What follows belongs to an exercise in optimizing a design on an open flow for small area and a short achievable clock period; a production flow would make more cautious choices. No functional check of the RTL was part of any run shown here. Power is estimated from default activity; no workload was simulated.

==> flow/design.v, too long to show whole: its modules and the start of the top module <==
// module alu: 986 lines
// module cpa: 137 lines
// module ltcmp: 31 lines
// module mulov: 62 lines
// module ovtab: 18 lines
// module sfx4: 6 lines
// module ao8: 3 lines
// module ovsel: 6 lines
// module mx2: 3 lines
// module omux: 3 lines
// module logic_unit: 14 lines
// module fa: 4 lines
// module ha: 4 lines
module alu #(
    parameter DATA_WIDTH = 32,
    parameter INST_WIDTH = 4
)(
    input                   i_clk,
    input                   i_rst_n,
    input  [DATA_WIDTH-1:0] i_data_a,
    input  [DATA_WIDTH-1:0] i_data_b,
    input  [INST_WIDTH-1:0] i_inst,
    input                   i_valid,
    output [DATA_WIDTH-1:0] o_data,
    output                  o_overflow,
    output                  o_valid
);
  // ...
==> flow/flow/run.sh <==
#!/bin/bash
# The standard ORFS layout (standard synthesis included), with two
# changes to how it is made:
#  - the port buffers are plain buffers (buf_4) rather than the delay cell
#    that buffer_ports picks on its own; every port still gets its buffer;
set -uo pipefail
MARGIN=7
export BUFFER_PORTS_ARGS="-buffer_cell sky130_fd_sc_hd__buf_4"
bash standard.sh SETUP_SLACK_MARGIN=$MARGIN finish > flow_make.log 2>&1
status=$?
cp -r orfs/logs flow_logs 2>/dev/null || true
exit $status
==> flow/standard.sh <==
#!/bin/bash
# synth_recipe.tcl (not shown) runs the flow's synth.tcl, then flattens the netlist and writes it again
# the make line also repeats each setting of config.mk as NAME=value (left out here)
make -C /OpenROAD-flow-scripts/flow DESIGN_CONFIG=/design/flow/config.mk WORK_HOME=/design/flow/orfs CLKGATE_MAP_FILE= SYNTH_SCRIPT=/design/flow/synth_recipe.tcl "${@:-finish}"
==> flow/config.mk <==
export PLATFORM = sky130hd
export DESIGN_NAME = alu
export DESIGN_NICKNAME = alu
export VERILOG_FILES = /design/flow/design.v
export SDC_FILE = /design/flow/constraint.sdc
export NUM_CORES = 4
export LEC_CHECK = 0
export CAP_MARGIN = 20
export CORE_MARGIN = 2
export CORE_UTILIZATION = 45
export PLACE_DENSITY = 0.6
export SLEW_MARGIN = 20
export SYNTH_HIERARCHICAL = 1
export SYNTH_MINIMUM_KEEP_SIZE = 0
==> flow/constraint.sdc <==
create_clock -name core_clock -period 13.0 [get_ports {i_clk}]
set_input_delay 2.6000 -clock core_clock [delete_from_list [all_inputs] [get_ports {i_clk}]]
set_output_delay 2.6000 -clock core_clock [all_outputs]
set_load 0.01 [all_outputs]
==> impl_metrics.env, run 1 <==
export IMPL_status="complete, no violations"
export IMPL_grt_pass1_wl_um=106000
export IMPL_dr_wl_met3_um=6550
export IMPL_io_buffers=104
export IMPL_vias_per_cell=6.43
export IMPL_grt_busiest_layer="met2"
export IMPL_synth_compound_area_frac=0.195
export IMPL_routed_wl_um=70600
export IMPL_seq_area_frac_synth=0.139
export IMPL_p_per_area_mw_per_mm2=139
export IMPL_cap_violations=0
export IMPL_startpoint="cs_r[10]$_DFF_PN0_"
export IMPL_seq_power_uw=416
export IMPL_timing_hold_ws_ps=2240
export IMPL_die_width_um=212
export IMPL_avgSynthCellArea_um2=9.82
export IMPL_instances_no_fill=2554
export IMPL_clock_area_frac=0.0143
export IMPL_hold_violations=0
export IMPL_syn_to_final_growth_pct=11.0
export IMPL_fin_ws_ps=6850
export IMPL_yosysMostFrequentCell="xnor2_1"
export IMPL_yosysTopAreaCell="fa_1"
export IMPL_period_share=0.473
export IMPL_diodes=0
export IMPL_cts_htree_levels=3
export IMPL_pg_clk_uw=314
export IMPL_cts_resized=50
export IMPL_worstSetupPathType="flip-flop to output port"
export IMPL_synth_fp_nets=2403
export IMPL_final_nets=2387
export IMPL_p_seq_frac=0.138
export IMPL_fin_tns_setup_ps=0
export IMPL_grt_pass1_vias=16933
export IMPL_crit_top_cell="buf_4"
export IMPL_clockBufferDepth=2
export IMPL_nMultiInputCombCells=1625
==> run 2, diff against run 1 <==
--- a/flow/design.v
+++ b/flow/design.v
@@ -25,33 +25,35 @@
 generate
     for (gi = 0; gi < 16; gi = gi + 1) begin : g_enc
         assign bt_one[gi] = bx[2*gi+1] ^ bx[2*gi];
         assign bt_two[gi] = (bx[2*gi+2] & ~bx[2*gi+1] & ~bx[2*gi]) |
                             (~bx[2*gi+2] & bx[2*gi+1] & bx[2*gi]);
         assign bt_neg[gi] = bx[2*gi+2] & ~(bx[2*gi+1] & bx[2*gi]);
     end
 endgenerate
-wire lt;
-ltcmp u_lt (.a(a), .b(b), .sgn(~op[3]), .lt(lt));
+wire lt_u;
+ltu u_ltu (.a(a), .b(b), .lt(lt_u));
+wire lt_s = a[31] ^ b[31] ^ lt_u;
+wire lt = op[3] ? lt_u : lt_s;           
 wire mx = (op == 4'd3) | (op == 4'd8);
 wire mn = (op == 4'd4) | (op == 4'd9);
-wire e11 = i_valid & (mx | mn | (op == 4'd10) | (op == 4'd11)) | addop;
-wire k10 = i_valid & ((op == 4'd11) | (op == 4'd12)) | addop;
-wire k01 = i_valid & ((op == 4'd11) | (op == 4'd12) | (op == 4'd13));
-wire e10 = k10 | (i_valid & (lt ? mn : mx));
-wire e01 = k01 | (i_valid & (lt ? mx : mn));
+wire sel_a = (mx & ~lt) | (mn & lt);
+wire sel_b = (mx & lt) | (mn & ~lt);
+wire e11 = i_valid & (sel_a | sel_b | (op == 4'd10) | (op == 4'd11)) | addop;
+wire e10 = i_valid & (sel_a | (op == 4'd11) | (op == 4'd12)) | addop;
+wire e01 = i_valid & (sel_b | (op == 4'd11) | (op == 4'd12) | (op == 4'd13));
 wire e00 = i_valid & (op == 4'd13);
 wire erev = i_valid & (op == 4'd14);
 wire [31:0] lg;
 logic_unit u_lg (.a(a), .b(b), .e11(e11), .e10(e10), .e01(e01), .e00(e00),
                  .erev(erev), .d(lg));
 wire [31:0] ax = lg;
 wire [31:0] by = (b & {32{addp}}) | (~b & {32{sub}});
-wire [95:0] cs_w;
+wire [73:0] cs_w;
 wire pp0_0 = ((bt_one[0] & a[0])) ^ bt_neg[0];
 wire pp0_1 = ((bt_one[0] & a[1]) | (bt_two[0] & a[0])) ^ bt_neg[0];
 wire pp0_2 = ((bt_one[0] & a[2]) | (bt_two[0] & a[1])) ^ bt_neg[0];
 wire pp0_3 = ((bt_one[0] & a[3]) | (bt_two[0] & a[2])) ^ bt_neg[0];
 wire pp0_4 = ((bt_one[0] & a[4]) | (bt_two[0] & a[3])) ^ bt_neg[0];
 wire pp0_5 = ((bt_one[0] & a[5]) | (bt_two[0] & a[4])) ^ bt_neg[0];
 wire pp0_6 = ((bt_one[0] & a[6]) | (bt_two[0] & a[5])) ^ bt_neg[0];
 wire pp0_7 = ((bt_one[0] & a[7]) | (bt_two[0] & a[6])) ^ bt_neg[0];
@@ -779,202 +781,180 @@
 wire fs221, fc221;
 fa u_fa221 (.x(fc187), .y(fc186), .z(fs188), .s(fs221), .c(fc221));
 wire fs222, fc222;
 fa u_fa222 (.x(fc189), .y(fc188), .z(fs190), .s(fs222), .c(fc222));
 wire fs223, fc223;
 fa u_fa223 (.x(fc191), .y(fc190), .z(fs192), .s(fs223), .c(fc223));
 wire fs224, fc224;
 fa u_fa224 (.x(fc193), .y(fc192), .z(fs194), .s(fs224), .c(fc224));
+wire fs225, fc225;
+ha u_ha225 (.x((bt_neg[1] & is_mul) | ax[2]), .y((pp0_2 & is_mul) | by[2]), .s(fs225), .c(fc225));
+wire fs226, fc226;
+ha u_ha226 (.x((pp0_3 & is_mul) | ax[3]), .y((pp1_1 & is_mul) | by[3]), .s(fs226), .c(fc226));
+wire fs227, fc227;
+fa u_fa227 (.x((fs196 & is_mul)), .y((pp1_2 & is_mul) | ax[4]), .z((pp2_0 & is_mul) | by[4]), .s(fs227), .c(fc227));
+wire fs228, fc228;
+fa u_fa228 (.x((fs197 & is_mul)), .y((pp2_1 & is_mul) | ax[5]), .z((fc196 & is_mul) | by[5]), .s(fs228), .c(fc228));
+wire fs229, fc229;
+fa u_fa229 (.x((fs198 & is_mul)), .y((fc197 & is_mul) | ax[6]), .z((fs144 & is_mul) | by[6]), .s(fs229), .c(fc229));
+wire fs230, fc230;
+fa u_fa230 (.x((fs199 & is_mul)), .y((fs145 & is_mul) | ax[7]), .z((fc198 & is_mul) | by[7]), .s(fs230), .c(fc230));
+wire fs231, fc231;
+fa u_fa231 (.x((fs200 & is_mul)), .y((fs146 & is_mul) | ax[8]), .z((fc199 & is_mul) | by[8]), .s(fs231), .c(fc231));
+wire fs232, fc232;
+fa u_fa232 (.x((fs201 & is_mul)), .y((fs148 & is_mul) | ax[9]), .z((fc200 & is_mul) | by[9]), .s(fs232), .c(fc232));
+wire fs233, fc233;
+fa u_fa233 (.x((fs202 & is_mul)), .y((fs151 & is_mul) | ax[10]), .z((fc201 & is_mul) | by[10]), .s(fs233), .c(fc233));
+wire fs234, fc234;
+fa u_fa234 (.x((fs203 & is_mul)), .y((fs153 & is_mul) | ax[11]), .z((fc202 & is_mul) | by[11]), .s(fs234), .c(fc234));
+wire fs235, fc235;
+fa u_fa235 (.x((fs204 & is_mul)), .y((fs155 & is_mul) | ax[12]), .z((fc203 & is_mul) | by[12]), .s(fs235), .c(fc235));
+wire fs236, fc236;
+fa u_fa236 (.x((fs205 & is_mul)), .y((fs157 & is_mul) | ax[13]), .z((fc204 & is_mul) | by[13]), .s(fs236), .c(fc236));
+wire fs237, fc237;
+fa u_fa237 (.x((fs206 & is_mul)), .y((fs159 & is_mul) | ax[14]), .z((fc205 & is_mul) | by[14]), .s(fs237), .c(fc237));
+wire fs238, fc238;
+fa u_fa238 (.x((fs207 & is_mul)), .y((fs161 & is_mul) | ax[15]), .z((fc206 & is_mul) | by[15]), .s(fs238), .c(fc238));
+wire fs239, fc239;
+fa u_fa239 (.x((fs208 & is_mul)), .y((fs163 & is_mul) | ax[16]), .z((fc207 & is_mul) | by[16]), .s(fs239), .c(fc239));
+wire fs240, fc240;
+fa u_fa240 (.x((fs209 & is_mul)), .y((fs165 & is_mul) | ax[17]), .z((fc208 & is_mul) | by[17]), .s(fs240), .c(fc240));
+wire fs241, fc241;
+fa u_fa241 (.x((fs210 & is_mul)), .y((fs167 & is_mul) | ax[18]), .z((fc209 & is_mul) | by[18]), .s(fs241), .c(fc241));
+wire fs242, fc242;
+fa u_fa242 (.x((fs211 & is_mul)), .y((fs169 & is_mul) | ax[19]), .z((fc210 & is_mul) | by[19]), .s(fs242), .c(fc242));
+wire fs243, fc243;
+fa u_fa243 (.x((fs212 & is_mul)), .y((fs171 & is_mul) | ax[20]), .z((fc211 & is_mul) | by[20]), .s(fs243), .c(fc243));
+wire fs244, fc244;
+fa u_fa244 (.x((fs213 & is_mul)), .y((fs173 & is_mul) | ax[21]), .z((fc212 & is_mul) | by[21]), .s(fs244), .c(fc244));
+wire fs245, fc245;
+fa u_fa245 (.x((fs214 & is_mul)), .y((fs175 & is_mul) | ax[22]), .z((fc213 & is_mul) | by[22]), .s(fs245), .c(fc245));
+wire fs246, fc246;
+fa u_fa246 (.x((fs215 & is_mul)), .y((fs177 & is_mul) | ax[23]), .z((fc214 & is_mul) | by[23]), .s(fs246), .c(fc246));
+wire fs247, fc247;
+fa u_fa247 (.x((fs216 & is_mul)), .y((fs179 & is_mul) | ax[24]), .z((fc215 & is_mul) | by[24]), .s(fs247), .c(fc247));
+wire fs248, fc248;
+fa u_fa248 (.x((fs217 & is_mul)), .y((fs181 & is_mul) | ax[25]), .z((fc216 & is_mul) | by[25]), .s(fs248), .c(fc248));
 assign cs_w[0] = (bt_neg[0] & is_mul) | ax[0];
 assign cs_w[1] = (pp0_0 & is_mul) | by[0];
 assign cs_w[2] = (pp0_1 & is_mul) | ax[1];
 assign cs_w[3] = by[1];
-assign cs_w[4] = (bt_neg[1] & is_mul) | ax[2];
-assign cs_w[5] = (pp0_2 & is_mul) | by[2];
-assign cs_w[6] = (pp1_0 & is_mul);
-assign cs_w[7] = (pp0_3 & is_mul) | ax[3];
-assign cs_w[8] = (pp1_1 & is_mul) | by[3];
-assign cs_w[9] = (pp1_2 & is_mul) | ax[4];
-assign cs_w[10] = (pp2_0 & is_mul) | by[4];
-assign cs_w[11] = (fs196 & is_mul);
-assign cs_w[12] = (pp2_1 & is_mul) | ax[5];
-assign cs_w[13] = (fc196 & is_mul) | by[5];
-assign cs_w[14] = (fs197 & is_mul);
-assign cs_w[15] = (fc197 & is_mul) | ax[6];
-assign cs_w[16] = (fs144 & is_mul) | by[6];
-assign cs_w[17] = (fs198 & is_mul);
-assign cs_w[18] = (fs145 & is_mul) | ax[7];
-assign cs_w[19] = (fc198 & is_mul) | by[7];
-assign cs_w[20] = (fs199 & is_mul);
-assign cs_w[21] = (fs146 & is_mul) | ax[8];
-assign cs_w[22] = (fc199 & is_mul) | by[8];
-assign cs_w[23] = (fs200 & is_mul);
-assign cs_w[24] = (fs148 & is_mul) | ax[9];
-assign cs_w[25] = (fc200 & is_mul) | by[9];
-assign cs_w[26] = (fs201 & is_mul);
-assign cs_w[27] = (fs151 & is_mul) | ax[10];
-assign cs_w[28] = (fc201 & is_mul) | by[10];
-assign cs_w[29] = (fs202 & is_mul);
-assign cs_w[30] = (fs153 & is_mul) | ax[11];
-assign cs_w[31] = (fc202 & is_mul) | by[11];
-assign cs_w[32] = (fs203 & is_mul);
-assign cs_w[33] = (fs155 & is_mul) | ax[12];
-assign cs_w[34] = (fc203 & is_mul) | by[12];
-assign cs_w[35] = (fs204 & is_mul);
-assign cs_w[36] = (fs157 & is_mul) | ax[13];
-assign cs_w[37] = (fc204 & is_mul) | by[13];
-assign cs_w[38] = (fs205 & is_mul);
-assign cs_w[39] = (fs159 & is_mul) | ax[14];
-assign cs_w[40] = (fc205 & is_mul) | by[14];
-assign cs_w[41] = (fs206 & is_mul);
-assign cs_w[42] = (fs161 & is_mul) | ax[15];
-assign cs_w[43] = (fc206 & is_mul) | by[15];
-assign cs_w[44] = (fs207 & is_mul);
-assign cs_w[45] = (fs163 & is_mul) | ax[16];
-assign cs_w[46] = (fc207 & is_mul) | by[16];
-assign cs_w[47] = (fs208 & is_mul);
-assign cs_w[48] = (fs165 & is_mul) | ax[17];
-assign cs_w[49] = (fc208 & is_mul) | by[17];
-assign cs_w[50] = (fs209 & is_mul);
-assign cs_w[51] = (fs167 & is_mul) | ax[18];
-assign cs_w[52] = (fc209 & is_mul) | by[18];
-assign cs_w[53] = (fs210 & is_mul);
-assign cs_w[54] = (fs169 & is_mul) | ax[19];
-assign cs_w[55] = (fc210 & is_mul) | by[19];
-assign cs_w[56] = (fs211 & is_mul);
-assign cs_w[57] = (fs171 & is_mul) | ax[20];
-assign cs_w[58] = (fc211 & is_mul) | by[20];
-assign cs_w[59] = (fs212 & is_mul);
-assign cs_w[60] = (fs173 & is_mul) | ax[21];
-assign cs_w[61] = (fc212 & is_mul) | by[21];
-assign cs_w[62] = (fs213 & is_mul);
-assign cs_w[63] = (fs175 & is_mul) | ax[22];
-assign cs_w[64] = (fc213 & is_mul) | by[22];
-assign cs_w[65] = (fs214 & is_mul);
-assign cs_w[66] = (fs177 & is_mul) | ax[23];
-assign cs_w[67] = (fc214 & is_mul) | by[23];
-assign cs_w[68] = (fs215 & is_mul);
-assign cs_w[69] = (fs179 & is_mul) | ax[24];
-assign cs_w[70] = (fc215 & is_mul) | by[24];
-assign cs_w[71] = (fs216 & is_mul);
-assign cs_w[72] = (fs181 & is_mul) | ax[25];
-assign cs_w[73] = (fc216 & is_mul) | by[25];
-assign cs_w[74] = (fs217 & is_mul);
-assign cs_w[75] = (fs183 & is_mul) | ax[26];
-assign cs_w[76] = (fc217 & is_mul) | by[26];
-assign cs_w[77] = (fs218 & is_mul);
-assign cs_w[78] = (fs185 & is_mul) | ax[27];
-assign cs_w[79] = (fc218 & is_mul) | by[27];
-assign cs_w[80] = (fs219 & is_mul);
-assign cs_w[81] = (fs187 & is_mul) | ax[28];
-assign cs_w[82] = (fc219 & is_mul) | by[28];
-assign cs_w[83] = (fs220 & is_mul);
-assign cs_w[84] = (fs189 & is_mul) | ax[29];
-assign cs_w[85] = (fc220 & is_mul) | by[29];
-assign cs_w[86] = (fs221 & is_mul);
-assign cs_w[87] = (fs191 & is_mul) | ax[30];
-assign cs_w[88] = (fc221 & is_mul) | by[30];
-assign cs_w[89] = (fs222 & is_mul);
-assign cs_w[90] = (fs193 & is_mul) | ax[31];
-assign cs_w[91] = (fc222 & is_mul) | by[31];
-assign cs_w[92] = (fs223 & is_mul);
-assign cs_w[93] = (fs195 & is_mul);
-assign cs_w[94] = (fc223 & is_mul);
-assign cs_w[95] = (fs224 & is_mul);
+assign cs_w[4] = fs225;
+assign cs_w[5] = (pp1_0 & is_mul);
+assign cs_w[6] = fc225;
+assign cs_w[7] = fs226;
+assign cs_w[8] = fc226;
+assign cs_w[9] = fs227;
+assign cs_w[10] = fc227;
+assign cs_w[11] = fs228;
+assign cs_w[12] = fc228;
+assign cs_w[13] = fs229;
+assign cs_w[14] = fc229;
+assign cs_w[15] = fs230;
+assign cs_w[16] = fc230;
+assign cs_w[17] = fs231;
+assign cs_w[18] = fc231;
+assign cs_w[19] = fs232;
+assign cs_w[20] = fc232;
+assign cs_w[21] = fs233;
+assign cs_w[22] = fc233;
+assign cs_w[23] = fs234;
+assign cs_w[24] = fc234;
+assign cs_w[25] = fs235;
+assign cs_w[26] = fc235;
+assign cs_w[27] = fs236;
+assign cs_w[28] = fc236;
+assign cs_w[29] = fs237;
+assign cs_w[30] = fc237;
+assign cs_w[31] = fs238;
+assign cs_w[32] = fc238;
+assign cs_w[33] = fs239;
+assign cs_w[34] = fc239;
+assign cs_w[35] = fs240;
+assign cs_w[36] = fc240;
+assign cs_w[37] = fs241;
+assign cs_w[38] = fc241;
+assign cs_w[39] = fs242;
+assign cs_w[40] = fc242;
+assign cs_w[41] = fs243;
+assign cs_w[42] = fc243;
+assign cs_w[43] = fs244;
+assign cs_w[44] = fc244;
+assign cs_w[45] = fs245;
+assign cs_w[46] = fc245;
+assign cs_w[47] = fs246;
+assign cs_w[48] = fc246;
+assign cs_w[49] = fs247;
+assign cs_w[50] = fc247;
+assign cs_w[51] = fs248;
+assign cs_w[52] = (fs183 & is_mul) | ax[26];
+assign cs_w[53] = (fc217 & is_mul) | by[26];
+assign cs_w[54] = (fs218 & is_mul);
+assign cs_w[55] = fc248;
+assign cs_w[56] = (fs185 & is_mul) | ax[27];
+assign cs_w[57] = (fc218 & is_mul) | by[27];
+assign cs_w[58] = (fs219 & is_mul);
+assign cs_w[59] = (fs187 & is_mul) | ax[28];
+assign cs_w[60] = (fc219 & is_mul) | by[28];
+assign cs_w[61] = (fs220 & is_mul);
+assign cs_w[62] = (fs189 & is_mul) | ax[29];
+assign cs_w[63] = (fc220 & is_mul) | by[29];
+assign cs_w[64] = (fs221 & is_mul);
+assign cs_w[65] = (fs191 & is_mul) | ax[30];
+assign cs_w[66] = (fc221 & is_mul) | by[30];
+assign cs_w[67] = (fs222 & is_mul);
+assign cs_w[68] = (fs193 & is_mul) | ax[31];
+assign cs_w[69] = (fc222 & is_mul) | by[31];
+assign cs_w[70] = (fs223 & is_mul);
+assign cs_w[71] = (fs195 & is_mul);
+assign cs_w[72] = (fc223 & is_mul);
+assign cs_w[73] = (fs224 & is_mul);
 wire ge32, ge31;
 mulov u_mulov (.a(a), .b(b), .sgn(~op[2]), .ge32(ge32), .ge31(ge31));
 wire [9:0] ovi = {i_valid & (op == 4'd2), i_valid & (op == 4'd7),
                   i_valid & ((op == 4'd0) | (op == 4'd1)),
                   i_valid & (op == 4'd5), i_valid & (op == 4'd6),
                   ge32, ge31,
                   a[31] ^ b[31],                             
                   (a[31] & b[0]) ^ (b[31] & a[0]),           
                   a[31] ^ b[31] ^ sub};                      
-reg [95:0] cs_r;
+reg [73:0] cs_r;
 reg        sub_r;
 reg [9:0]  ovi_r;
 reg        valid_r;
 always @(posedge i_clk or negedge i_rst_n) begin
     if (~i_rst_n) begin
-        cs_r    <= 96'd0;
+        cs_r    <= 74'd0;
         sub_r   <= 1'b0;
         ovi_r   <= 10'd0;
         valid_r <= 1'b0;
     end else begin
         cs_r    <= cs_w;
         sub_r   <= sub;
         ovi_r   <= ovi;
         valid_r <= i_valid;
     end
 end
-wire fs225, fc225;
-ha u_ha225 (.x(cs_r[4]), .y(cs_r[5]), .s(fs225), .c(fc225));
-wire fs226, fc226;
-ha u_ha226 (.x(cs_r[7]), .y(cs_r[8]), .s(fs226), .c(fc226));
-wire fs227, fc227;
-fa u_fa227 (.x(cs_r[11]), .y(cs_r[9]), .z(cs_r[10]), .s(fs227), .c(fc227));
-wire fs228, fc228;
-fa u_fa228 (.x(cs_r[14]), .y(cs_r[12]), .z(cs_r[13]), .s(fs228), .c(fc228));
-wire fs229, fc229;
-fa u_fa229 (.x(cs_r[17]), .y(cs_r[15]), .z(cs_r[16]), .s(fs229), .c(fc229));
-wire fs230, fc230;
-fa u_fa230 (.x(cs_r[20]), .y(cs_r[18]), .z(cs_r[19]), .s(fs230), .c(fc230));
-wire fs231, fc231;
-fa u_fa231 (.x(cs_r[23]), .y(cs_r[21]), .z(cs_r[22]), .s(fs231), .c(fc231));
-wire fs232, fc232;
-fa u_fa232 (.x(cs_r[26]), .y(cs_r[24]), .z(cs_r[25]), .s(fs232), .c(fc232));
-wire fs233, fc233;
-fa u_fa233 (.x(cs_r[29]), .y(cs_r[27]), .z(cs_r[28]), .s(fs233), .c(fc233));
-wire fs234, fc234;
-fa u_fa234 (.x(cs_r[32]), .y(cs_r[30]), .z(cs_r[31]), .s(fs234), .c(fc234));
-wire fs235, fc235;
-fa u_fa235 (.x(cs_r[35]), .y(cs_r[33]), .z(cs_r[34]), .s(fs235), .c(fc235));
-wire fs236, fc236;
-fa u_fa236 (.x(cs_r[38]), .y(cs_r[36]), .z(cs_r[37]), .s(fs236), .c(fc236));
-wire fs237, fc237;
-fa u_fa237 (.x(cs_r[41]), .y(cs_r[39]), .z(cs_r[40]), .s(fs237), .c(fc237));
-wire fs238, fc238;
-fa u_fa238 (.x(cs_r[44]), .y(cs_r[42]), .z(cs_r[43]), .s(fs238), .c(fc238));
-wire fs239, fc239;
-fa u_fa239 (.x(cs_r[47]), .y(cs_r[45]), .z(cs_r[46]), .s(fs239), .c(fc239));
-wire fs240, fc240;
-fa u_fa240 (.x(cs_r[50]), .y(cs_r[48]), .z(cs_r[49]), .s(fs240), .c(fc240));
-wire fs241, fc241;
-fa u_fa241 (.x(cs_r[53]), .y(cs_r[51]), .z(cs_r[52]), .s(fs241), .c(fc241));
-wire fs242, fc242;
-fa u_fa242 (.x(cs_r[56]), .y(cs_r[54]), .z(cs_r[55]), .s(fs242), .c(fc242));
-wire fs243, fc243;
-fa u_fa243 (.x(cs_r[59]), .y(cs_r[57]), .z(cs_r[58]), .s(fs243), .c(fc243));
-wire fs244, fc244;
-fa u_fa244 (.x(cs_r[62]), .y(cs_r[60]), .z(cs_r[61]), .s(fs244), .c(fc244));
-wire fs245, fc245;
-fa u_fa245 (.x(cs_r[65]), .y(cs_r[63]), .z(cs_r[64]), .s(fs245), .c(fc245));
-wire fs246, fc246;
-fa u_fa246 (.x(cs_r[68]), .y(cs_r[66]), .z(cs_r[67]), .s(fs246), .c(fc246));
-wire fs247, fc247;
-fa u_fa247 (.x(cs_r[71]), .y(cs_r[69]), .z(cs_r[70]), .s(fs247), .c(fc247));
-wire fs248, fc248;
-fa u_fa248 (.x(cs_r[74]), .y(cs_r[72]), .z(cs_r[73]), .s(fs248), .c(fc248));
 wire fs249, fc249;
-fa u_fa249 (.x(cs_r[77]), .y(cs_r[75]), .z(cs_r[76]), .s(fs249), .c(fc249));
+fa u_fa249 (.x(cs_r[54]), .y(cs_r[52]), .z(cs_r[53]), .s(fs249), .c(fc249));
 wire fs250, fc250;
-fa u_fa250 (.x(cs_r[80]), .y(cs_r[78]), .z(cs_r[79]), .s(fs250), .c(fc250));
+fa u_fa250 (.x(cs_r[58]), .y(cs_r[56]), .z(cs_r[57]), .s(fs250), .c(fc250));
 wire fs251, fc251;
-fa u_fa251 (.x(cs_r[83]), .y(cs_r[81]), .z(cs_r[82]), .s(fs251), .c(fc251));
+fa u_fa251 (.x(cs_r[61]), .y(cs_r[59]), .z(cs_r[60]), .s(fs251), .c(fc251));
 wire fs252, fc252;
-fa u_fa252 (.x(cs_r[86]), .y(cs_r[84]), .z(cs_r[85]), .s(fs252), .c(fc252));
+fa u_fa252 (.x(cs_r[64]), .y(cs_r[62]), .z(cs_r[63]), .s(fs252), .c(fc252));
 wire fs253, fc253;
-fa u_fa253 (.x(cs_r[89]), .y(cs_r[87]), .z(cs_r[88]), .s(fs253), .c(fc253));
+fa u_fa253 (.x(cs_r[67]), .y(cs_r[65]), .z(cs_r[66]), .s(fs253), .c(fc253));
 wire fs254, fc254;
-fa u_fa254 (.x(cs_r[92]), .y(cs_r[90]), .z(cs_r[91]), .s(fs254), .c(fc254));
+fa u_fa254 (.x(cs_r[70]), .y(cs_r[68]), .z(cs_r[69]), .s(fs254), .c(fc254));
 wire fs255, fc255;
-fa u_fa255 (.x(cs_r[95]), .y(cs_r[93]), .z(cs_r[94]), .s(fs255), .c(fc255));
-wire [32:0] tr0 = {fc254, fc253, fc252, fc251, fc250, fc249, fc248, fc247, fc246, fc245, fc244, fc243, fc242, fc241, fc240, fc239, fc238, fc237, fc236, fc235, fc234, fc233, fc232, fc231, fc230, fc229, fc228, fc227, fc226, fc225, cs_r[6], cs_r[2], cs_r[0]};
-wire [32:0] tr1 = {fs255, fs254, fs253, fs252, fs251, fs250, fs249, fs248, fs247, fs246, fs245, fs244, fs243, fs242, fs241, fs240, fs239, fs238, fs237, fs236, fs235, fs234, fs233, fs232, fs231, fs230, fs229, fs228, fs227, fs226, fs225, cs_r[3], cs_r[1]};
+fa u_fa255 (.x(cs_r[73]), .y(cs_r[71]), .z(cs_r[72]), .s(fs255), .c(fc255));
+wire [32:0] tr0 = {fc254, fc253, fc252, fc251, fc250, fc249, cs_r[55], cs_r[50], cs_r[48], cs_r[46], cs_r[44], cs_r[42], cs_r[40], cs_r[38], cs_r[36], cs_r[34], cs_r[32], cs_r[30], cs_r[28], cs_r[26], cs_r[24], cs_r[22], cs_r[20], cs_r[18], cs_r[16], cs_r[14], cs_r[12], cs_r[10], cs_r[8], cs_r[6], cs_r[4], cs_r[2], cs_r[0]};
+wire [32:0] tr1 = {fs255, fs254, fs253, fs252, fs251, fs250, fs249, cs_r[51], cs_r[49], cs_r[47], cs_r[45], cs_r[43], cs_r[41], cs_r[39], cs_r[37], cs_r[35], cs_r[33], cs_r[31], cs_r[29], cs_r[27], cs_r[25], cs_r[23], cs_r[21], cs_r[19], cs_r[17], cs_r[15], cs_r[13], cs_r[11], cs_r[9], cs_r[7], cs_r[5], cs_r[3], cs_r[1]};
 wire [31:0] s;
 wire c31, p31, g31, q32;
 cpa u_cpa (.x(tr0), .y(tr1), .sub(sub_r), .s(s), .c31(c31), .p31(p31),
            .g31(g31), .q32(q32));
 wire [3:0] ovt;
 ovtab u_ovtab (.mul_s(ovi_r[9]), .mul_u(ovi_r[8]), .add(ovi_r[7]), .cout(ovi_r[6]),
                .bout(ovi_r[5]), .ge32(ovi_r[4]), .ge31(ovi_r[3]), .sneg(ovi_r[2]),
                .k32(ovi_r[1]), .x31(ovi_r[0]), .t(ovt));
@@ -1116,46 +1096,18 @@
 assign s[29] = p0[29] ^ gg38;
 assign s[30] = p0[30] ^ gg46;
 assign s[31] = p0[31] ^ gg32;
 assign c31 = gg32;
 assign p31 = p0[31];
 assign g31 = g0[31];
 assign q32 = p0[32];
 endmodule
-module ltcmp (input [31:0] a, input [31:0] b, input sgn, output lt);
-wire [31:0] g0, e0;
-assign g0[30:0] = ~a[30:0] & b[30:0];
-assign e0[30:0] = ~(a[30:0] ^ b[30:0]);
-assign g0[31] = sgn ? (a[31] & ~b[31]) : (~a[31] & b[31]);
-assign e0[31] = ~(a[31] ^ b[31]);
-wire [15:0] g1, e1;
-wire [7:0]  g2, e2;
-wire [3:0]  g3, e3;
-wire [1:0]  g4, e4;
-genvar i;
-generate
-    for (i = 0; i < 16; i = i + 1) begin : l1
-        assign g1[i] = g0[2*i+1] | (e0[2*i+1] & g0[2*i]);
-        assign e1[i] = e0[2*i+1] & e0[2*i];
-    end
-    for (i = 0; i < 8; i = i + 1) begin : l2
-        assign g2[i] = g1[2*i+1] | (e1[2*i+1] & g1[2*i]);
-        assign e2[i] = e1[2*i+1] & e1[2*i];
-    end
-    for (i = 0; i < 4; i = i + 1) begin : l3
-        assign g3[i] = g2[2*i+1] | (e2[2*i+1] & g2[2*i]);
-        assign e3[i] = e2[2*i+1] & e2[2*i];
-    end
-    for (i = 0; i < 2; i = i + 1) begin : l4
-        assign g4[i] = g3[2*i+1] | (e3[2*i+1] & g3[2*i]);
-        assign e4[i] = e3[2*i+1] & e3[2*i];
-    end
-endgenerate
-assign lt = g4[1] | (e4[1] & g4[0]);
+module ltu (input [31:0] a, input [31:0] b, output lt);
+assign lt = a < b;
 endmodule
 module mulov (
     input  [31:0] a, b,
     input         sgn,
     output        ge32, ge31
 );
 wire [31:0] xa = a ^ {32{sgn & a[31]}};
 wire [31:0] xb = b ^ {32{sgn & b[31]}};
==> impl_metrics.env, run 2 <==
export IMPL_status="complete, no violations"
export IMPL_final_nets=2424
export IMPL_clk_pin_slew_ps=70
export IMPL_start_util=0.453
export IMPL_period_share=0.459
export IMPL_avgSynthCellArea_um2=9.59
export IMPL_synth_ff_type="dfrtp_1"
export IMPL_synth_warning_count=8
export IMPL_grt_max_degree=61
export IMPL_synth_async_reset_ratio=1.00
export IMPL_synth_cell_area_mm2=0.0189
export IMPL_antenna_found_initial=1
export IMPL_fillers=3722
export IMPL_cap_violations=0
export IMPL_max_freq_ghz=0.167
export IMPL_path_max_fanout=21
export IMPL_layout_common_cells="xnor2_1, a22oi_1, fa_1"
export IMPL_drtAntennaViolNets=0
export IMPL_layout_commonest_cell="xnor2_1"
export IMPL_syn_to_final_growth_pct=17.6
export IMPL_hold_class="input pin to asynchronous set/reset pin"
export IMPL_rsz0062_at_grt="true"
export IMPL_grt_pass1_vias=17422
export IMPL_synth_top_cell_area_share=0.238
export IMPL_syn_inst=1974
export IMPL_io_buffers=104
export IMPL_top_level_ports=105
export IMPL_cts_htree_levels=3
export IMPL_yosysMostFrequentCell="xnor2_1"
export IMPL_required_ps=13260
export IMPL_finalSetupViolations=0
export IMPL_clockBufferDepth=2
export IMPL_synth_edf_count=0
export IMPL_largest_reg_flops=74
export IMPL_layout_drive_gt1_share=0.210
export IMPL_cp_arrival_ps=6230
export IMPL_instances_no_fill=2550
export IMPL_numPlacedInstances=2460
export IMPL_top_register="cs_r"
export IMPL_dp_hpwl_um=47100
export IMPL_drc=0
export IMPL_synth_seq_cells=86
export IMPL_worstSetupPathType="input pin to flip-flop"
export IMPL_endpoint_kind="flip-flop"
export IMPL_synth_cell_types=78
export IMPL_synthTopCellsByArea="fa_1, xnor2_1, a22oi_1"
export IMPL_cts_buffers=9
export IMPL_die_h_um=209
export IMPL_timing_hold_ws_ps=2230
export IMPL_fin_crit_ps=5970
export IMPL_clock_sinks=86
export IMPL_firstDrtPassIters=6
export IMPL_power_leakage_nw=9.38
export IMPL_power_mw=2.95
export IMPL_dp_slack_ps=5770
export IMPL_routed_wl_um=75600
export IMPL_die_width_um=209
export IMPL_synthTopCellsByCount="xnor2_1, a22oi_1, fa_1, ha_1, clkbuf_1"
export IMPL_max_slew_margin_rel=0.466
export IMPL_vias_per_cell=6.75
export IMPL_dieArea_mm2=0.0437
export IMPL_rows=75
export IMPL_fin_tns_setup_ps=0
export IMPL_yosysTopAreaCell="fa_1"
export IMPL_seq_area_frac_synth=0.114
export IMPL_reg_largest_list="cs_r: 74 flops, ovi_r: 10 flops"
export IMPL_grt_overflow=0
export IMPL_cts_hold_buf=0
export IMPL_cts_tree="built"
export IMPL_cp_start_kind="input pin"
export IMPL_core_mm2=0.0418
export IMPL_vias=17225
export IMPL_drv_slew=0
export IMPL_grt_pass1_wl_um=108000
export IMPL_gp_congestion=0.968
export IMPL_synth_fp_nets=2395
export IMPL_cts_root_buf="clkbuf_16"
export IMPL_worst_slew_pin_slew_ps=801
export IMPL_hold_violations=0
export IMPL_p_per_area_mw_per_mm2=132
export IMPL_drt_initial_drc_count=2163
export IMPL_avgRoutedWirePerCell_um=29.6
export IMPL_grt_usage=0.330
export IMPL_fin_ws_ps=7030
export IMPL_vdd_drop_max_v=0.0000789
[run 2: final timing paths]
path	end	depth (start not counted)	slack [ps]	startpoint
setup / recovery	cs_r[47]$_DFF_PN0_	11	7030	i_data_b[11]
hold / removal	valid_r$_DFF_PN0_	1	2230	i_rst_n
max in group asynchronous	cs_r[39]$_DFF_PN0_	2	9730	i_rst_n
min in group core_clock	valid_r$_DFF_PN0_	1	2460	i_valid
[run 2: stage by stage]
step,util,cell area [um2]
finish,0.533,22300
global route,0.533,22300
CTS,0.499,20800
detailed placement,0.476,19900
global placement,0.476,19900
floorplan,-,19000
[run 2: power breakdown]
part           switching, mW  internal, mW
logic                   1.25          1.07
registers             0.0302         0.317
clock network          0.133         0.150
total                   1.41          1.54
[run 2: worst max-delay path: stages]
cell	delay [ps]
buf_6	150
ha_1	350
buf_12	180
a22oi_2	230
xnor2_2	120
fa_1	610
fa_1	480
fa_2	400
fa_2	520
and3_1	160
fa_1	420
[run 2: cell type report]
cell class                 count  area (um2)  share of cell area
multi-input combinational   1645       16500               0.742
timing repair buffer         202        2290               0.103
sequential                    86        2150              0.0967
tap                          539         674              0.0303
inverter                      57         308              0.0138
clock buffer                   9         225              0.0101
clock inverter                 7        72.6             0.00326
timing repair inverter         2        17.5            0.000787
antenna                        3        7.51            0.000337
[run 2: Yosys stat by module, one instance, submodules excluded, excerpt]
module,cells,area (um2)
alu,1165,9340
ao8,5,36.3
fa,1,20.0
logic_unit,79,1050
ltu,108,777
omux,1,22.5
ovtab,21,136
sfx4,4,27.5
[run 2: cell families after synthesis]
logic type      count (synthesis)  synth area share
compound gates                535             0.201
simple gates                  381             0.109
fa+ha+maj                     350             0.321
xor+xnor                      337             0.156
buf+inv                       246            0.0560
flops                          86             0.114
mux                            38            0.0429
other cells                     1          0.000198
[run 2: per-layer routing]
metal	up-vias	share of wire	GRT usage
li1	7091	-	-
met1	8764	0.39	0.424
met2	1114	0.45	0.523
met3	256	0.098	0.0673
met4	0	0.059	0.184
met5	-	0	0
[run 2: timing repair]
item,4_1_cts,5_1_grt
resized for setup,91,179
endpoints found under the setup margin,83,65
hold endpoints to repair,0,0
pin swaps,10,69
gates cloned,4,17
buffers inserted,14,36
==> run 3, diff against run 2 <==
--- a/flow/flow/run.sh
+++ b/flow/flow/run.sh
@@ -6,3 +6,3 @@
 set -uo pipefail
-MARGIN=7
+MARGIN=6.5
 export BUFFER_PORTS_ARGS="-buffer_cell sky130_fd_sc_hd__buf_4"
==> impl_metrics.env, run 3 <==
export IMPL_internal_power_mw=1.43
export IMPL_cp_cell_sequence="buf_4 -> clkinvlp_4 -> buf_4 -> buf_4 -> nand2_1 -> nand3_1 -> o21ai_0 -> fa_1 -> fa_1 -> fa_1 -> fa_1 -> a22oi_1 -> o21ai_0 -> fa_1"
export IMPL_top_register="cs_r"
export IMPL_synth_cell_types=78
export IMPL_switching_share=0.481
export IMPL_start_util=0.453
export IMPL_drt_initial_drc_count=1608
export IMPL_drv_slew=0
export IMPL_grt_max_degree=76
export IMPL_grt_overflow=0
export IMPL_syn_inst=1974
export IMPL_dp_hpwl_um=46300
export IMPL_clockBufferDepth=2
export IMPL_reg_largest_list="cs_r: 74 flops, ovi_r: 10 flops"
export IMPL_die_h_um=209
export IMPL_final_nets=2359
export IMPL_layout_common_cells="xnor2_1, a22oi_1, fa_1"
export IMPL_die_width_um=209
export IMPL_synth_warning_count=8
export IMPL_rows=75
export IMPL_cp_slowest_cell="fa_1"
export IMPL_grt_pass1_wl_um=103000
export IMPL_clock_sinks=86
export IMPL_synth_fp_nets=2395
export IMPL_synth_compound_area_frac=0.201
export IMPL_antenna_found_initial=0
export IMPL_cts_root_buf="clkbuf_16"
export IMPL_worstSetupPathType="input pin to flip-flop"
export IMPL_firstDrtPassIters=6
export IMPL_max_freq_ghz=0.156
export IMPL_drtAntennaViolNets=0
export IMPL_gp_congestion=0.936
export IMPL_core_mm2=0.0418
export IMPL_vdd_drop_max_v=0.0000710
export IMPL_dpl_cell_area_mm2=0.0199
export IMPL_synthXorXnorAreaFrac=0.156
export IMPL_fin_tns_setup_ps=0
export IMPL_finalSetupViolations=0
export IMPL_combPwrFrac=0.777
export IMPL_status="complete, no violations"
export IMPL_fin_crit_ps=6400
export IMPL_grt_pass1_vias=17034
export IMPL_synth_top_cell_area_share=0.238
export IMPL_synth_seq_cells=86
export IMPL_cp_arrival_ps=6650
export IMPL_startpoint="i_data_b[0]"
export IMPL_layout_drive_gt1_share=0.133
export IMPL_p_per_area_mw_per_mm2=136
export IMPL_cap_violations=0
export IMPL_synthMuxAreaShare=0.0429
export IMPL_path_max_fanout=41
export IMPL_seq_area_frac_synth=0.114
export IMPL_synth_top_family_by_area="adder cells"
export IMPL_clk_pin_slew_ps=70
export IMPL_cts_tree="built"
export IMPL_slowest_delay_ps=530
export IMPL_avgRoutedWirePerCell_um=27.2
export IMPL_diodes=0
export IMPL_synth_ff_type="dfrtp_1"
export IMPL_drc=0
export IMPL_max_slew_margin_rel=0.306
export IMPL_synth_async_reset_ratio=1.00
export IMPL_synthTopCellsByCount="xnor2_1, a22oi_1, fa_1, ha_1, clkbuf_1"
export IMPL_syn_to_final_growth_pct=7.08
export IMPL_cp_start_kind="input pin"
export IMPL_p_seq_frac=0.126
export IMPL_endpoint_kind="flip-flop"
export IMPL_crit_top_cell="fa_1"
export IMPL_power_net_switching_mw=1.32
export IMPL_synth_cell_area_mm2=0.0189
export IMPL_design_area_mm2=0.0203
export IMPL_hold_violations=0
export IMPL_rsz0062_at_grt="true"
export IMPL_required_ps=13250
export IMPL_io_buffers=104
export IMPL_yosysTopAreaCell="fa_1"
export IMPL_hold_class="input pin to asynchronous set/reset pin"
export IMPL_p_clk_frac=0.097
export IMPL_synthTopCellsByArea="fa_1, xnor2_1, a22oi_1"
export IMPL_cts_buffers=9
export IMPL_routed_wl_um=67400
export IMPL_grt_usage=0.313
export IMPL_synth_edf_count=0
export IMPL_layout_commonest_cell="xnor2_1"
export IMPL_cts_hold_buf=0
export IMPL_period_share=0.492
export IMPL_top_level_ports=105
export IMPL_vias_per_cell=6.61
export IMPL_final_util=0.485
export IMPL_cts_htree_levels=3
export IMPL_synth_simple_gate_area_frac=0.109
export IMPL_synth_fa_ha_area_frac=0.321
export IMPL_largest_reg_flops=74
export IMPL_worst_slew_pin_slew_ps=1040
export IMPL_yosysMostFrequentCell="xnor2_1"
export IMPL_avgSynthCellArea_um2=9.59
export IMPL_power_leakage_nw=8.67
export IMPL_vias=16398
export IMPL_dieArea_mm2=0.0437
==> run 3: layout make-up <==
| type | count | area, um2 |
|---|---|---|
| fillers | 3856 | 21500 |
| clock buffers | 12 | 267 |
| multi-input cells | 1642 | 15800 |
| flip-flops and latches | 86 | 2150 |
| well taps | 539 | 674 |
| inverters | 57 | 226 |
| repair buffers | 142 | 1110 |
| clock inverters | 4 | 28.8 |
==> run 3: logic make-up (layout without fill, tap and decap cells) <==
kind of cell    Yosys count  after routing
compound gates          535            535
flops                    86             86
mux                      38             38
other cells               1              1
buf+inv                 246            215
fa+ha+maj               350            350
xor+xnor                337            337
simple gates            381            381
==> run 3: path summary, 6_finish.rpt <==
kind                                 endpoint
setup / recovery           cs_r[47]$_DFF_PN0_
max in group asynchronous  cs_r[41]$_DFF_PN0_
hold / removal              valid_r$_DFF_PN0_
min in group core_clock     valid_r$_DFF_PN0_
==> run 3: what timing repair did <==
item | CTS | global route
endpoints found under the setup margin | 11 | 49
setup buffers | 0 | 4
hold endpoints to repair | 0 | 0
resized for setup | 1 | 24
==> run 3: critical path, delay by kind of cell <==
kind | cells | cell delay [ps]
buf+inv | 4 | 1060
compound gates | 3 | 500
fa+ha+maj | 5 | 2310
simple gates | 2 | 150
==> run 3: stage by stage <==
stage          std cells  hold WS, ps  total power [mW]  worst slack [ps]
6_report            2482         2210              2.75              6600
5_1_grt             2482         2260              2.98              6460
4_1_cts             2478         2220              2.77              6540
3_5_place_dp        2462         2630              2.48              6000
3_3_place_gp        2462         2630              2.44              6030
2_1_floorplan       1974         2300              1.75              6690
==> run 3: modules after synthesis (local to each module, per instance), excerpt <==
module / cells / cell area [um2] / times used
mx2: 1 / 15.0 / 1
ao8: 5 / 36.3 / 8
ovsel: 4 / 27.5 / 1
sfx4: 4 / 27.5 / 8
ha: 1 / 12.5 / 63
ovtab: 21 / 136 / 1
==> run 3: metal layers <==
metal	vias to the layer above	global-route usage	wire, um
met2	971	0.503	31200
met1	8293	0.408	27000
met3	202	0.0591	6050
met4	0	0.147	3240
met5	-	0	0
li1	6932	-	-
==> run 3: power by group through the flow <==
stage                     Combinational (mW)  Sequential, mW  Clock, mW
after CTS                               2.15           0.346      0.275
after detailed placement                2.13           0.351          0
after floorplan                         1.41           0.339          0
after global placement                  2.09           0.351          0
after global routing                    2.34           0.351      0.283
final                                   2.14           0.346      0.268

[port drivers added, routing unchanged]
No port has a modelled driver above. Below, the same layouts with a new extraction and two added sets of constraints.
Step 1 (the two cells are an assumption about what drives the block):
set clk [get_ports {i_clk}]
set_driving_cell -lib_cell sky130_fd_sc_hd__clkbuf_16 $clk
set_driving_cell -lib_cell sky130_fd_sc_hd__buf_2 [delete_from_list [all_inputs] $clk]
Step 2 also shifts input and output timing later by t, the mid clock arrival at the registers, as if the neighbouring blocks saw the same clock.
a / b / c = ideal ports / drivers / drivers and shift; a / b = the first two.
| run | t, ns | setup slack, ns | hold WS [ns] | clock arrival spread, ns | cell pins on the clock port's net |
|---|---|---|---|---|---|
| run 1 | 0.432 | 6.854 / 6.801 / 6.595 | 2.240 / 2.212 / 2.644 | 0.018 / 0.018 | 1 |
| run 2 | 0.435 | 7.028 / 6.924 / 6.489 | 2.226 / 2.201 / 2.637 | 0.012 / 0.011 | 1 |
| run 3 | 0.431 | 6.600 / 6.630 / 6.198 | 2.211 / 2.187 / 2.618 | 0.013 / 0.013 | 1 |
After both steps setup and hold are still met in every run listed. The setup slack of run 2, which loses most, moves by -0.104 ns with the drivers and by -0.539 ns with both steps.
